Context: an optimization exercise on an open-source flow, tuned for small area. The choices shown serve that exercise and are no tape-out recipe.
In this exercise RTL edits were held to simulation tests only and were not proved equivalent to the original.
Power is estimated from default activity; no workload was simulated.

Design Sdram_Control, start of the top module:
module Sdram_Control (
		RESET_N, CLK,
		WR1_ADDR, WR1_MAX_ADDR, WR1_LENGTH, WR1_LOAD,
		WR1_FIFO_Q, WR1_FIFO_RUSEDW, WR1_FIFO_RDREQ,
		RD1_ADDR, RD1_MAX_ADDR, RD1_LENGTH, RD1_LOAD,
		RD1_FIFO_DATA, RD1_FIFO_WRREQ, RD1_FIFO_WUSEDW,
		SA, BA, CS_N, CKE, RAS_N, CAS_N, WE_N,
		DQ_IN, DQ_OUT, DQ_OE, DQM
);
parameter	INIT_PER	   =	24000;
parameter	REF_PER		=	1024;
parameter	SC_CL		  =	3;
parameter	SC_RCD		=	3;
parameter	SC_RRD		=	7;
parameter	SC_PM		  =	1;
parameter	SC_BL		  =	1;
parameter	SDR_BL		=	(SC_PM == 1) ? 3'b111	:
							        (SC_BL == 1) ? 3'b000	:
							        (SC_BL == 2) ? 3'b001 :
							        (SC_BL == 4) ? 3'b010 : 3'b011;
parameter	SDR_BT		=	1'b0;	 
parameter	SDR_CL		=	(SC_CL == 2) ? 3'b10 : 3'b11;
input                           RESET_N;
input                           CLK;
input   [23-1:0]            WR1_ADDR;
input   [23-1:0]            WR1_MAX_ADDR;
input          [10:0]           WR1_LENGTH;
input                           WR1_LOAD;
input   [16-1:0]            WR1_FIFO_Q;
input           [9:0]           WR1_FIFO_RUSEDW;
output                          WR1_FIFO_RDREQ;
input   [23-1:0]            RD1_ADDR;
input   [23-1:0]            RD1_MAX_ADDR;
input          [10:0]           RD1_LENGTH;
input                           RD1_LOAD;
output  [16-1:0]            RD1_FIFO_DATA;
output                          RD1_FIFO_WRREQ;
input           [9:0]           RD1_FIFO_WUSEDW;
output        [11:0]            SA;
output         [1:0]            BA;
output         [1:0]            CS_N;
output                          CKE;
output                          RAS_N;
output                          CAS_N;
output                          WE_N;
input   [16-1:0]            DQ_IN;
output  [16-1:0]            DQ_OUT;
output                          DQ_OE;
output [16/8-1:0]           DQM;
localparam [14:0] T_TOP  = INIT_PER + REF_PER + 201;    
localparam [14:0] T_REF  = REF_PER;
  ...
==> flow/config.mk <==
export PLATFORM = sky130hd
export DESIGN_NAME = Sdram_Control
export DESIGN_NICKNAME = Sdram_Control
export VERILOG_FILES = /design/flow/design.v
export SDC_FILE = /design/flow/constraint.sdc
export NUM_CORES = 8
export LEC_CHECK = 0
export CAP_MARGIN = 20
export CORE_MARGIN = 2
export CORE_UTILIZATION = 70
export SLEW_MARGIN = 20
==> flow/constraint.sdc <==
create_clock -name core_clock -period 10.0 [get_ports {CLK}]
set_input_delay 2.0000 -clock core_clock [delete_from_list [all_inputs] [get_ports {CLK}]]
set_output_delay 2.0000 -clock core_clock [all_outputs]
set_load 0.01 [all_outputs]
standard.sh (not shown) runs the stock make flow with config.mk's settings and CLKGATE_MAP_FILE= SYNTH_SCRIPT=/design/flow/synth_recipe.tcl, a recipe that flattens the netlist after the stock synthesis.
==> flow/flow/run.sh <==
#!/bin/bash
# Standard ORFS layout with three changes to how it is made:
#  - synthesis maps with an area-oriented ABC script (flow/abc_area.script);
#    everything before ABC, and so every register, is the standard synthesis;
#  - the port buffers use the smallest buffer cell;
#  - clock tree sinks are clustered into fewer, larger clusters, without dummy loads.
set -euo pipefail
rm -rf scripts_abc
cp -r "$FLOW_HOME/scripts" scripts_abc
cp flow/abc_area.script scripts_abc/abc_speed.script
bash standard.sh finish \
  "SCRIPTS_DIR=$PWD/scripts_abc" \
  'BUFFER_PORTS_ARGS=-buffer_cell sky130_fd_sc_hd__buf_1' \
  'CTS_ARGS=-sink_clustering_enable -repair_clock_nets -sink_clustering_size 28 -sink_clustering_max_diameter 160 -dont_use_dummy_load -root_buf sky130_fd_sc_hd__clkbuf_4 -tree_buf sky130_fd_sc_hd__clkbuf_8 -sink_clustering_buffer sky130_fd_sc_hd__clkbuf_16' \
  > standard_make.log 2>&1
==> flow/flow/abc_area.script <==
strash
&get -n
&st
&deepsyn -T 120 -t
&dch -f
&nf -a -R 1000
&put
Then changed:
- CORE_UTILIZATION: 70 -> 40
=> Final cell count came out higher by 9.3%; utilization falls by 33 points; sequential power is about the same; fmax falls by 0.95%; combinational power drops by about 1%; final area rises by 1.7%; register-to-register slack degrades by 80 ps; clock-buffer cell count is unchanged; die area went up by 72%; flip-flop and latch count stays the same; global-route usage came out lower by 11 points.
Then changed:
- CORE_UTILIZATION: 40 -> 55
Routed wire length shrinks by 4.3%.
Global-route usage increases by 5.6 points.
Cell count goes down by 5.1%.
Setup slack got worse by 170 ps.
Clock skew falls by 3.9 ps.
Worst hold slack is better by 18 ps.

==> static timing again, ports no longer ideal <==
Ports are ideal in the flow. The routed layouts listed here were re-timed in OpenROAD.
Step 1, drivers: a clkbuf_16 drives CLK and a buf_2 each remaining input, both assumed.
Step 2 times the ports against the registers' clock, not the clock port: input delays grow and output delays shrink by t, the midpoint of the rising clock arrivals with the driver on.
a / b / c = ideal ports / drivers / drivers and shift; a / b = the first two.
run	shift t [ns]	setup WS [ns]	clock arrival spread, ns
the first run	0.625	1.956 / 1.956 / 1.956	0.026 / 0.025
the second run	0.643	1.878 / 1.878 / 1.878	0.040 / 0.041
the third run	0.627	1.706 / 1.706 / 1.706	0.041 / 0.041
After both steps every run listed still meets setup and hold.
